Background: an optimization exercise with open tools, aiming at small area. Do not read the settings as production practice. The RTL was checked by simulation tests, not by an equivalence proof against the original design.

==> inputs of wip/garnet <==
## cf_cpu
module cf_cpu (
	input wire clk,
	input wire rst_n,
	output wire [16:0] bus_address,
	output wire bus_wr_en,
	output wire bus_io_flag,
	output wire bus_burst,
	output wire [15:0] bus_data_in,
	output wire bus_enable,
	input wire bus_ready,
	input wire [15:0] bus_data_out
);
clock: 10.0 ns
lec_check: 0
abc_area: 1
cap_margin: 20
core_margin: 2
core_utilization: 40
gpl_timing_driven: 0
place_density: 0.75
slew_margin: 20
buffer_ports_args: -buffer_cell sky130_fd_sc_hd__buf_1
cts_args: -sink_clustering_enable -repair_clock_nets -dont_use_dummy_load -buf_list sky130_fd_sc_hd__clkbuf_8
standard.sh (not shown) runs the stock make flow with config.mk's settings and CLKGATE_MAP_FILE= SYNTH_SCRIPT=/design/flow/synth_recipe.tcl, a recipe that flattens the netlist after the stock synthesis.
==> flow/flow/run.sh <==
#!/bin/bash
# Layout flow: the standard synthesis; then yosys/abc re-maps the
# combinational logic for area, keeping every flip-flop instance (name and
# cell type) as the standard synthesis made it; then the standard ORFS steps
# with buf_1 port buffers and a clock tree of clkbuf_8 without dummy loads.
# Each tool's output goes to a log of its own in this folder.
set -euo pipefail
cat >> config.mk <<'EOF'
export BUFFER_PORTS_ARGS = -buffer_cell sky130_fd_sc_hd__buf_1
export CTS_ARGS = -sink_clustering_enable -repair_clock_nets -dont_use_dummy_load -buf_list sky130_fd_sc_hd__clkbuf_8
EOF
bash standard.sh synth > synth.log 2>&1
R=orfs/results/${FLOW_PLATFORM}/cf_cpu/base
YOSYS=yosys
if [[ -x ${FLOW_HOME}/../tools/install/yosys/bin/yosys ]]; then YOSYS=${FLOW_HOME}/../tools/install/yosys/bin/yosys; fi
cp ${R}/1_2_yosys.v ${R}/1_2_yosys_std.v
REMAP_LIB=${FLOW_HOME}/platforms/sky130hd/lib/sky130_fd_sc_hd__tt_025C_1v80.lib \
REMAP_IN=${R}/1_2_yosys_std.v REMAP_OUT=${R}/1_2_yosys.v REMAP_ABC=flow/area.abc \
  ${YOSYS} -c flow/remap.tcl > remap.log 2>&1
rm -f ${R}/1_synth.odb ${R}/1_synth.sdc
bash standard.sh synth > synth_odb.log 2>&1
bash standard.sh > finish.log 2>&1
==> flow/flow/area.abc <==
strash
fraig
resub
dc2
drw
resub
dch -f
map -a
strash
dch -f
amap
topo
==> flow/flow/remap.tcl <==
# Re-map the combinational logic of a synthesized sky130hd netlist for area,
# keeping every flip-flop instance (name and cell type) as it is.
yosys -import
set lib $::env(REMAP_LIB)
set in  $::env(REMAP_IN)
set out $::env(REMAP_OUT)
read_liberty -ignore_miss_func -ignore_miss_data_latch $lib
read_verilog $in
hierarchy -top cf_cpu
set ffs [list sky130_fd_sc_hd__dfxtp_1 sky130_fd_sc_hd__edfxtp_1 sky130_fd_sc_hd__dfxtp_2 sky130_fd_sc_hd__dfxtp_4 sky130_fd_sc_hd__edfxtp_1 sky130_fd_sc_hd__dfrtp_1 sky130_fd_sc_hd__dfstp_2 sky130_fd_sc_hd__dfrtp_2 sky130_fd_sc_hd__dfrtp_4 sky130_fd_sc_hd__dfstp_1 sky130_fd_sc_hd__dfstp_4 sky130_fd_sc_hd__sdfxtp_1 sky130_fd_sc_hd__conb_1]
foreach f $ffs { catch { setattr -mod -set keep_hierarchy 1 $f } }
flatten
yosys rename -hide w:*.*
opt_clean -purge
stat
abc -script $::env(REMAP_ABC) -liberty $lib -dont_use sky130_fd_sc_hd__lpflow_* -dont_use sky130_fd_sc_hd__probe*
splitnets
opt_clean -purge
hilomap -singleton -hicell sky130_fd_sc_hd__conb_1 HI -locell sky130_fd_sc_hd__conb_1 LO
foreach f $ffs { catch { blackbox $f } }
stat -liberty $lib
write_verilog -noattr -noexpr -nohex -nodec $out
==> inputs of wip/violet, as changes to wip/garnet <==
--- a/flow/config.mk
+++ b/flow/config.mk
@@ -10,7 +10,6 @@
 export CORE_MARGIN = 2
 export CORE_UTILIZATION = 40
 export GPL_TIMING_DRIVEN = 0
-export PLACE_DENSITY = 0.75
 export SLEW_MARGIN = 20
 export BUFFER_PORTS_ARGS = -buffer_cell sky130_fd_sc_hd__buf_1
 export CTS_ARGS = -sink_clustering_enable -repair_clock_nets -dont_use_dummy_load -buf_list sky130_fd_sc_hd__clkbuf_8
==> comparison <==
wip/garnet completed with no timing, DRC or antenna violations. wip/violet completed with no timing, DRC or antenna violations.
Design area is about the same in wip/violet and wip/garnet.
In utilization, wip/violet and wip/garnet hardly differ.
In final cell count, wip/violet and wip/garnet hardly differ.
Area after synthesis is the same in wip/violet and wip/garnet.

## what the ideal ports hide
In the flow no input, the clock included, has a driving cell. The finished layouts below were timed again as built, in two steps.
Step 1 (the two cells are an assumption about what drives the block):
set clk [get_ports {clk}]
set_driving_cell -lib_cell sky130_fd_sc_hd__clkbuf_16 $clk
set_driving_cell -lib_cell sky130_fd_sc_hd__buf_2 [delete_from_list [all_inputs] $clk]
Step 2 moves the port delays by t, midway between the first and last clock arrival at a register: inputs arrive t later, outputs are due t later. That takes back most of the time a late clock gives input paths.
Slacks: no drivers / after step 1 / after step 2; pairs: no drivers / after step 1.
| run | t, ns | setup WS [ns] | hold slack, ns | latest minus earliest clock arrival (ns) | pins driven straight from the clock port |
|---|---|---|---|---|---|
| wip/garnet | 0.457 | 3.326 / 3.326 / 3.326 | 0.306 / 0.306 / 0.306 | 0.031 / 0.032 | 1 |
| wip/violet | 0.474 | 3.272 / 3.272 / 3.272 | 0.299 / 0.299 / 0.299 | 0.053 / 0.053 | 1 |
After both steps setup and hold are still met in every run listed.
